Context: an optimization exercise on an open-source flow, tuned for small area, a short achievable clock period and few clock cycles per item. The choices shown serve that exercise and are no tape-out recipe.
In this exercise RTL edits were held to simulation tests only and were not proved equivalent to the original.
No activity file was given, so power comes from the tool's default toggle rates.

==> trial 14 <==
==> flow/design.v <==
`timescale 1ns / 1ps
`timescale 1ns / 1ps
`timescale 1ns / 1ps
`timescale 1ns / 1ps
`timescale 1ns / 1ps
`timescale 1ns / 1ps
module func (
        input clk_i,
        input rst_i,
        input [ 7 : 0 ] a_bi,
        input [ 7 : 0 ] b_bi,
        input start_i,
        output [ 1 : 0 ] busy_o,
        output reg [ 4 : 0 ] y_bo
    );
    wire [4:0] r;
    full u_full (.a7(a_bi[7]), .a6(a_bi[6]), .a5(a_bi[5]), .a4(a_bi[4]),
             .a3(a_bi[3]), .a2(a_bi[2]), .a1(a_bi[1]), .a0(a_bi[0]),
             .b7(b_bi[7]), .b6(b_bi[6]), .b5(b_bi[5]), .b4(b_bi[4]),
             .b3(b_bi[3]), .b2(b_bi[2]), .b1(b_bi[1]), .b0(b_bi[0]),
             .y4(r[4]), .y3(r[3]), .y2(r[2]), .y1(r[1]), .y0(r[0]));
    assign busy_o = 2'b00;
    always @(posedge clk_i) begin
        if (rst_i)
            y_bo <= 5'd0;
        else if (start_i)
            y_bo <= r;
    end
endmodule
module full ( 
    a7, a6, a5, a4, a3, a2, a1, a0, b7, b6, b5, b4, b3, b2, b1, b0,
    y4, y3, y2, y1, y0  );
  input  a7, a6, a5, a4, a3, a2, a1, a0, b7, b6, b5, b4, b3, b2, b1, b0;
  output y4, y3, y2, y1, y0;
  wire new_n22, new_n23, new_n24, new_n25, new_n26, new_n27, new_n28,
    new_n29, new_n30, new_n31, new_n32, new_n33, new_n34, new_n35, new_n36,
    new_n37, new_n38, new_n39, new_n40, new_n41, new_n42, new_n43, new_n44,
    new_n45, new_n46, new_n47, new_n48, new_n49, new_n50, new_n51, new_n52,
    new_n53, new_n54, new_n55, new_n56, new_n57, new_n58, new_n59, new_n60,
    new_n62, new_n63, new_n64, new_n66, new_n67, new_n68, new_n70, new_n71,
    new_n72, new_n73, new_n74, new_n75, new_n76, new_n77, new_n78, new_n79,
    new_n80, new_n81, new_n82, new_n83, new_n84, new_n85, new_n86, new_n87,
    new_n88, new_n89, new_n90, new_n91, new_n92, new_n93, new_n94, new_n95,
    new_n96, new_n97, new_n98, new_n99, new_n100, new_n101, new_n102,
    new_n103, new_n104, new_n105, new_n106, new_n108, new_n109, new_n110,
    new_n111, new_n112, new_n113, new_n114, new_n115, new_n116, new_n117,
    new_n118, new_n119, new_n120, new_n121, new_n122, new_n123;
  assign new_n22 = b4 & b3;
  assign new_n23 = ~b5 & ~new_n22;
  assign new_n24 = b1 & b0;
  assign new_n25 = ~b5 & ~b2;
  assign new_n26 = ~new_n24 & new_n25;
  assign new_n27 = ~new_n23 & ~new_n26;
  assign new_n28 = ~a1 & ~new_n27;
  assign new_n29 = a0 & ~new_n28;
  assign new_n30 = ~b7 & ~b6;
  assign new_n31 = ~b5 & ~b4;
  assign new_n32 = ~b3 & new_n31;
  assign new_n33 = a1 & ~new_n32;
  assign new_n34 = new_n30 & ~new_n33;
  assign new_n35 = ~new_n29 & new_n34;
  assign new_n36 = ~b1 & ~b0;
  assign new_n37 = ~b2 & new_n30;
  assign new_n38 = new_n36 & new_n37;
  assign new_n39 = new_n32 & new_n38;
  assign new_n40 = ~new_n35 & ~new_n39;
  assign new_n41 = a2 & new_n40;
  assign new_n42 = a1 & b6;
  assign new_n43 = b7 & new_n42;
  assign new_n44 = ~new_n23 & new_n43;
  assign new_n45 = b5 & b2;
  assign new_n46 = new_n22 & new_n45;
  assign new_n47 = ~new_n36 & new_n46;
  assign new_n48 = ~b7 & ~new_n47;
  assign new_n49 = a1 & a0;
  assign new_n50 = ~new_n30 & new_n49;
  assign new_n51 = ~new_n48 & new_n50;
  assign new_n52 = ~new_n44 & ~new_n51;
  assign new_n53 = ~new_n41 & new_n52;
  assign new_n54 = a3 & ~new_n53;
  assign new_n55 = a5 & a4;
  assign new_n56 = a7 & a6;
  assign new_n57 = ~a7 & a5;
  assign new_n58 = ~new_n56 & ~new_n57;
  assign new_n59 = new_n55 & ~new_n58;
  assign new_n60 = new_n54 & new_n59;
  assign y4 = a7 & new_n60;
  assign new_n62 = ~a7 & a6;
  assign new_n63 = ~new_n60 & ~new_n62;
  assign new_n64 = ~a7 & new_n63;
  assign y3 = ~y4 & ~new_n64;
  assign new_n66 = ~a6 & ~a5;
  assign new_n67 = ~a4 & new_n66;
  assign new_n68 = ~new_n54 & new_n67;
  assign y2 = new_n63 & ~new_n68;
  assign new_n70 = new_n59 & ~new_n62;
  assign new_n71 = ~new_n67 & ~new_n70;
  assign new_n72 = new_n54 & ~new_n71;
  assign new_n73 = a7 & ~a5;
  assign new_n74 = ~new_n57 & ~new_n73;
  assign new_n75 = a4 & a3;
  assign new_n76 = a2 & new_n75;
  assign new_n77 = new_n74 & new_n76;
  assign new_n78 = ~new_n52 & new_n77;
  assign new_n79 = new_n58 & ~new_n67;
  assign new_n80 = ~new_n78 & new_n79;
  assign new_n81 = ~a7 & ~a4;
  assign new_n82 = ~new_n73 & ~new_n81;
  assign new_n83 = ~new_n66 & ~new_n82;
  assign new_n84 = ~a4 & ~new_n74;
  assign new_n85 = a7 & a4;
  assign new_n86 = ~new_n84 & ~new_n85;
  assign new_n87 = ~a6 & ~new_n55;
  assign new_n88 = a6 & new_n55;
  assign new_n89 = ~new_n87 & ~new_n88;
  assign new_n90 = ~a3 & ~new_n89;
  assign new_n91 = new_n86 & new_n90;
  assign new_n92 = ~new_n83 & ~new_n91;
  assign new_n93 = a2 & ~new_n34;
  assign new_n94 = a0 & new_n44;
  assign new_n95 = ~new_n93 & ~new_n94;
  assign new_n96 = a1 & new_n27;
  assign new_n97 = ~a0 & ~new_n42;
  assign new_n98 = new_n48 & new_n97;
  assign new_n99 = ~new_n96 & new_n98;
  assign new_n100 = ~new_n95 & ~new_n99;
  assign new_n101 = ~new_n92 & ~new_n100;
  assign new_n102 = ~a4 & ~a3;
  assign new_n103 = ~a2 & new_n102;
  assign new_n104 = ~new_n40 & new_n103;
  assign new_n105 = new_n101 & new_n104;
  assign new_n106 = ~new_n80 & ~new_n105;
  assign y1 = ~new_n72 & new_n106;
  assign new_n108 = ~new_n80 & new_n104;
  assign new_n109 = a6 & new_n84;
  assign new_n110 = ~a3 & new_n83;
  assign new_n111 = ~new_n109 & ~new_n110;
  assign new_n112 = ~new_n78 & new_n111;
  assign new_n113 = ~new_n101 & new_n112;
  assign new_n114 = ~new_n72 & new_n113;
  assign new_n115 = ~new_n108 & ~new_n114;
  assign new_n116 = new_n66 & new_n85;
  assign new_n117 = ~a2 & ~a1;
  assign new_n118 = ~a0 & new_n117;
  assign new_n119 = new_n39 & new_n118;
  assign new_n120 = a3 & new_n89;
  assign new_n121 = new_n86 & ~new_n120;
  assign new_n122 = new_n119 & new_n121;
  assign new_n123 = ~new_n116 & ~new_n122;
  assign y0 = ~new_n115 & new_n123;
endmodule
==> flow/flow/run.sh <==
#!/bin/bash
set -euo pipefail
rm -rf scripts
cp -r "$FLOW_HOME/scripts" scripts
cp flow/abc_area.script scripts/abc_area.script
export FLOW_FO_LIMIT=4
export POST_GLOBAL_PLACE_TCL=$PWD/flow/post_gp.tcl
BUFFER_PORTS_ARGS="-buffer_cell sky130_fd_sc_hd__buf_1" bash standard.sh SCRIPTS_DIR=$PWD/scripts finish > standard.log 2>&1
==> flow/flow/abc_area.script <==
strash
dch
map -B 0.5
topo
stime -c
buffer -c
upsize -c
dnsize -c
==> flow/flow/post_gp.tcl <==
# Upsize the input-port buffers that drive many loads from buf_1 to buf_2.
set my_fo_limit [expr {[info exists ::env(FLOW_FO_LIMIT)] ? $::env(FLOW_FO_LIMIT) : 4}]
foreach inst [get_cells input*] {
  set master [get_property $inst ref_name]
  if {$master != "sky130_fd_sc_hd__buf_1"} { continue }
  set out [get_pins -of_objects $inst -filter "direction == output"]
  set net [get_nets -of_objects $out]
  set fo [llength [get_pins -of_objects $net -filter "direction == input"]]
  if {$fo >= $my_fo_limit} {
    puts "upsizing [get_full_name $inst] (fanout $fo) to buf_2"
    replace_cell $inst sky130_fd_sc_hd__buf_2
  }
}
==> flow/standard.sh <==
#!/bin/bash
# synth_recipe.tcl (not shown) runs the flow's synth.tcl, then flattens the netlist and writes it again
# the make line also repeats each setting of config.mk as NAME=value (left out here)
make -C /OpenROAD-flow-scripts/flow DESIGN_CONFIG=/design/flow/config.mk WORK_HOME=/design/flow/orfs CLKGATE_MAP_FILE= SYNTH_SCRIPT=/design/flow/synth_recipe.tcl "${@:-finish}"
==> flow/config.mk <==
export PLATFORM = sky130hd
export DESIGN_NAME = func
export DESIGN_NICKNAME = func
export VERILOG_FILES = /design/flow/design.v
export SDC_FILE = /design/flow/constraint.sdc
export NUM_CORES = 4
export LEC_CHECK = 0
export ABC_AREA = 1
export CAP_MARGIN = 20
export CORE_AREA = 2.5 2.5 57.5 57.5
export CTS_BUF_LIST = sky130_fd_sc_hd__clkbuf_1 sky130_fd_sc_hd__clkbuf_2
export CTS_CLUSTER_DIAMETER = 100
export CTS_CLUSTER_SIZE = 10
export DIE_AREA = 0 0 60 60
export SLEW_MARGIN = 20
==> flow/constraint.sdc <==
create_clock -name core_clock -period 5.0 [get_ports {clk_i}]
set_input_delay 1.0000 -clock core_clock [delete_from_list [all_inputs] [get_ports {clk_i}]]
set_output_delay 1.0000 -clock core_clock [all_outputs]
set_load 0.01 [all_outputs]
==> build 65 (differences from trial 14) <==
Settings changed: CTS_BUF_LIST sky130_fd_sc_hd__clkbuf_1 sky130_fd_sc_hd__clkbuf_2 to default, CTS_CLUSTER_DIAMETER 100 to default, CTS_CLUSTER_SIZE 10 to default, GPL_TIMING_DRIVEN from default to 1.
==> impl_results.md <==
* Pwr/cell area at 173 nW/um^2
* Sw power at 49.6 uW
* Status: complete, no violations
* Overall global routing resource usage at 0.0944
* Seq. pwr at 44.2 uW
* GR Layer Usage met2 at 0.152
* Root buffer cell: clkbuf_2
the above is filed under trial 14

==> impl_results.md <==
* Synth Instances at 100
* Pwr/cell area at 185 nW/um^2
* Fraction of area in multi-input gates at 0.589
* Status: complete, no violations
* Seq. pwr at 44.3 uW
* GR Layer Usage met2 at 0.154
* Pwr Total at 141 uW
* Tapcell count at 33
* Sw power at 49.5 uW
* Overall global routing resource usage at 0.0949
* Root buffer cell: clkbuf_4
the above is filed under build 65

Testbench counts of trial 14, summed over its fixed seeds: cycles 2,400, items 2,400.
Testbench counts of build 65, summed over its fixed seeds: cycles 2,400, items 2,400.

* * *

==> job 5592: inputs <==
// func: RTL as listed in full above, without the edits since
Settings: LEC_CHECK=0, ABC_AREA=1, CAP_MARGIN=20, CORE_AREA=2.5 2.5 57.5 57.5, DIE_AREA=0 0 60 60, SLEW_MARGIN=20; clock period 5.0 ns.
standard.sh (not shown) runs the stock make flow with config.mk's settings and CLKGATE_MAP_FILE= SYNTH_SCRIPT=/design/flow/synth_recipe.tcl, a recipe that flattens the netlist after the stock synthesis.
==> flow/flow/run.sh <==
#!/bin/bash
# Standard layout, with the port buffers made from sky130_fd_sc_hd__buf_1
# instead of the cell buffer_ports picks by default (a slow delay buffer).
set -euo pipefail
BUFFER_PORTS_ARGS="-buffer_cell sky130_fd_sc_hd__buf_1" bash standard.sh finish > standard.log 2>&1
==> inputs of job 4389, as changes to job 5592 <==
==> flow/flow/run.sh (replaced) <==
#!/bin/bash
set -euo pipefail
rm -rf scripts
cp -r "$FLOW_HOME/scripts" scripts
cp flow/abc_area.script scripts/abc_area.script
export FLOW_FO_LIMIT=4
export POST_GLOBAL_PLACE_TCL=$PWD/flow/post_gp.tcl
BUFFER_PORTS_ARGS="-buffer_cell sky130_fd_sc_hd__buf_1" bash standard.sh SCRIPTS_DIR=$PWD/scripts finish > standard.log 2>&1
==> flow/flow/abc_area.script (new file) <==
strash
dch
map -B 0.5
topo
stime -c
buffer -c
upsize -c
dnsize -c
==> flow/flow/post_gp.tcl (new file) <==
# Upsize the input-port buffers that drive many loads from buf_1 to buf_2.
set my_fo_limit [expr {[info exists ::env(FLOW_FO_LIMIT)] ? $::env(FLOW_FO_LIMIT) : 4}]
foreach inst [get_cells input*] {
  set master [get_property $inst ref_name]
  if {$master != "sky130_fd_sc_hd__buf_1"} { continue }
  set out [get_pins -of_objects $inst -filter "direction == output"]
  set net [get_nets -of_objects $out]
  set fo [llength [get_pins -of_objects $net -filter "direction == input"]]
  if {$fo >= $my_fo_limit} {
    puts "upsizing [get_full_name $inst] (fanout $fo) to buf_2"
    replace_cell $inst sky130_fd_sc_hd__buf_2
  }
}
==> inputs of job 1867, as changes to job 5592 <==
==> flow/flow/run.sh (replaced) <==
#!/bin/bash
# Standard layout with two changes: the port buffers are sky130_fd_sc_hd__buf_1
# instead of the cell buffer_ports picks by default (a slow delay buffer), and
# synthesis maps with flow/abc_area.script (ABC_AREA 1) instead of ORFS's.
set -euo pipefail
rm -rf scripts
cp -r "$FLOW_HOME/scripts" scripts
cp flow/abc_area.script scripts/abc_area.script
BUFFER_PORTS_ARGS="-buffer_cell sky130_fd_sc_hd__buf_1" bash standard.sh SCRIPTS_DIR=$PWD/scripts finish > standard.log 2>&1
==> flow/flow/abc_area.script (new file) <==
strash
dch
map
topo
stime -c
buffer -c
upsize -c
dnsize -c
==> comparison table <==
Result of the run: job 5592 finished clean; job 4389 finished clean; job 1867 finished clean
Syn-to-layout area delta: job 5592 22.1%; job 4389 25.1%; job 1867 24.1%
Clock period minus final worst setup slack: job 5592 2020 ps; job 4389 1920 ps; job 1867 2080 ps
Maximum ir drop on the vdd rail: job 5592 0.102 mV; job 4389 0.0638 mV; job 1867 0.0462 mV
Portion of the clock cycle consumed by the worst path in the final layout: job 5592 40.5%; job 4389 38.5%; job 1867 41.6%
Switching power of the nets: job 5592 49.8 uW; job 4389 49.5 uW; job 1867 49.6 uW
Post-Layout Cell Count: job 5592 187; job 4389 159; job 1867 157
Critical path startpoint: job 5592 a_bi[7]; job 4389 a_bi[4]; job 1867 b_bi[5]
Required time at the endpoint of the critical path: job 5592 5120 ps; job 4389 5180 ps; job 1867 5130 ps
Top routing layer used: job 5592 met3; job 4389 met3; job 1867 met4
Critical path destination: job 5592 y_bo[0]$_SDFFE_PP0P_; job 4389 y_bo[0]$_SDFFE_PP0P_; job 1867 y_bo[3]$_SDFFE_PP0P_
Reg2reg path depth: job 5592 4; job 4389 2; job 1867 2
Maximum number of pins on one net before global-route repair: job 5592 8; job 4389 8; job 1867 7
Seq power: job 5592 44.2 uW; job 4389 44.3 uW; job 1867 44.3 uW
Leading area contributor after synthesis: job 5592 sky130_fd_sc_hd__nand2_1; job 4389 sky130_fd_sc_hd__nand2_1; job 1867 sky130_fd_sc_hd__dfxtp_1
Clock network area share: job 5592 3.33%; job 4389 3.45%; job 1867 3.57%
Met1 capacity usage during global routing: job 5592 11.8%; job 4389 12.3%; job 1867 11.7%
Wire length of the first global-routing pass: job 5592 2790 um; job 4389 2700 um; job 1867 2780 um
Fraction of area in multi-input gates: job 5592 57.8%; job 4389 58.9%; job 1867 59.4%
Met2 GRT Util: job 5592 18.2%; job 4389 15.4%; job 1867 16.8%
Testbench counts of job 5592, summed over its fixed seeds: cycles 2,400, items 2,400.
Testbench counts of job 4389, summed over its fixed seeds: cycles 2,400, items 2,400.
Testbench counts of job 1867, summed over its fixed seeds: cycles 2,400, items 2,400.

* * *

==> build 33: inputs <==
// func: RTL as listed in full above, without the edits since
clock: 5.0 ns
lec_check: 0
abc_area: 1
cap_margin: 20
core_area: 2.5 2.5 57.5 57.5
die_area: 0 0 60 60
place_density: 0.45
slew_margin: 20
==> flow/flow/run.sh <==
#!/bin/bash
set -euo pipefail
rm -rf scripts
cp -r "$FLOW_HOME/scripts" scripts
cp flow/abc_area.script scripts/abc_area.script
export FLOW_FO_LIMIT=4
export SKIP_REPAIR_TIE_FANOUT=1
export POST_GLOBAL_PLACE_TCL=$PWD/flow/post_gp.tcl
BUFFER_PORTS_ARGS="-buffer_cell sky130_fd_sc_hd__buf_1" bash standard.sh SCRIPTS_DIR=$PWD/scripts finish > standard.log 2>&1
==> flow/flow/abc_area.script <==
strash
dch
map -B 0.6
topo
stime -c
upsize -c
dnsize -c
==> flow/flow/post_gp.tcl <==
# Upsize the input-port buffers that drive many loads from buf_1 to buf_2.
set my_fo_limit [expr {[info exists ::env(FLOW_FO_LIMIT)] ? $::env(FLOW_FO_LIMIT) : 4}]
foreach inst [get_cells input*] {
  set master [get_property $inst ref_name]
  if {$master != "sky130_fd_sc_hd__buf_1"} { continue }
  set out [get_pins -of_objects $inst -filter "direction == output"]
  set net [get_nets -of_objects $out]
  set fo [llength [get_pins -of_objects $net -filter "direction == input"]]
  if {$fo >= $my_fo_limit} {
    puts "upsizing [get_full_name $inst] (fanout $fo) to buf_2"
    replace_cell $inst sky130_fd_sc_hd__buf_2
  }
}
==> inputs of build 78, as changes to build 33 <==
==> flow/flow/run.sh (replaced) <==
#!/bin/bash
set -euo pipefail
rm -rf scripts
cp -r "$FLOW_HOME/scripts" scripts
cp flow/abc_area.script scripts/abc_area.script
export FLOW_FO_LIMIT=3
export SKIP_REPAIR_TIE_FANOUT=1; export FLOW_FO4_LIMIT=5
export POST_GLOBAL_PLACE_TCL=$PWD/flow/post_gp.tcl
BUFFER_PORTS_ARGS="-buffer_cell sky130_fd_sc_hd__buf_1" bash standard.sh SCRIPTS_DIR=$PWD/scripts finish > standard.log 2>&1
==> flow/flow/post_gp.tcl (replaced) <==
# Upsize the input-port buffers that drive many loads: buf_2 from
# FLOW_FO_LIMIT loads, buf_4 from FLOW_FO4_LIMIT loads.
set lim2 $::env(FLOW_FO_LIMIT)
set lim4 $::env(FLOW_FO4_LIMIT)
foreach inst [get_cells input*] {
  if {[get_property $inst ref_name] != "sky130_fd_sc_hd__buf_1"} { continue }
  set out [get_pins -of_objects $inst -filter "direction == output"]
  set fo [llength [get_pins -of_objects [get_nets -of_objects $out] -filter "direction == input"]]
  if {$fo >= $lim4} {
    puts "upsizing [get_full_name $inst] (fanout $fo) to buf_4"
    replace_cell $inst sky130_fd_sc_hd__buf_4
  } elseif {$fo >= $lim2} {
    puts "upsizing [get_full_name $inst] (fanout $fo) to buf_2"
    replace_cell $inst sky130_fd_sc_hd__buf_2
  }
}
--- a/flow/config.mk
+++ b/flow/config.mk
@@ -9,5 +9,4 @@
 export CAP_MARGIN = 20
 export CORE_AREA = 2.5 2.5 57.5 57.5
 export DIE_AREA = 0 0 60 60
-export PLACE_DENSITY = 0.45
 export SLEW_MARGIN = 20
==> results.txt <==
Relative area of non-clock buffer cells in the final design: build 78 14.8%; build 33 12.9%
Clock transition at path regs: build 78 0.05 ns; build 33 0.04 ns
Final critical-path setup slack: build 78 3.09 ns; build 33 3.05 ns
Status: build 78 no timing/DRC/antenna violations; build 33 no timing/DRC/antenna violations
Average wire per standard cell: build 78 8.95 um; build 33 10.1 um
Int Power: build 78 0.0926 mW; build 33 0.0910 mW
Fin crit period: build 78 1.91 ns; build 33 1.95 ns
Final design utilization: build 78 25.9%; build 33 25.3%
Combinational group power: build 78 0.0509 mW; build 33 0.0503 mW
Total met2 wirelength after detailed routing: build 78 697 um; build 33 858 um
Worst hold slack after final layout: build 78 0.462 ns; build 33 0.467 ns
Total power divided by cell area: build 78 184 nW/um2; build 33 188 nW/um2
Relative contribution of the clock network to total power: build 78 33.0%; build 33 33.2%
Fraction of met2 tracks used by global routing: build 78 15.5%; build 33 18.2%
Total length of routed wires: build 78 1.48 mm; build 33 1.66 mm
Testbench counts of build 33, summed over its fixed seeds: cycles 2,400, items 2,400.
Testbench counts of build 78, summed over its fixed seeds: cycles 2,400, items 2,400.

port drivers added, routing unchanged:
The results above use ideal ports. As a check the final layouts listed here were re-extracted and re-timed, cells and wires unchanged.
Step 1 sets driving cells, clkbuf_16 on the clock port and buf_2 on the other inputs (assumed; they add their load-dependent delay and slew).
Step 2 times the ports against the registers' clock, not the clock port: input delays grow and output delays shrink by t, the midpoint of the rising clock arrivals with the driver on.
Slacks: ideal / step 1 / step 2; pairs: ideal / step 1.
| run | t, ns | slack for setup (ns) | worst setup path at the end |
|---|---|---|---|
| trial 14 | 0.231 | 3.053 / 3.040 / 2.809 | input to register |
| build 65 | 0.255 | 3.077 / 3.064 / 2.809 | input to register |
| job 5592 | 0.255 | 2.976 / 2.970 / 2.715 | input to register |
| job 4389 | 0.255 | 3.077 / 3.064 / 2.809 | input to register |
| job 1867 | 0.259 | 2.921 / 2.916 / 2.657 | input to register |
| build 33 | 0.257 | 3.047 / 3.042 / 2.786 | input to register |
| build 78 | 0.256 | 3.095 / 3.091 / 2.836 | input to register |
After both steps setup and hold are still met in every run listed.
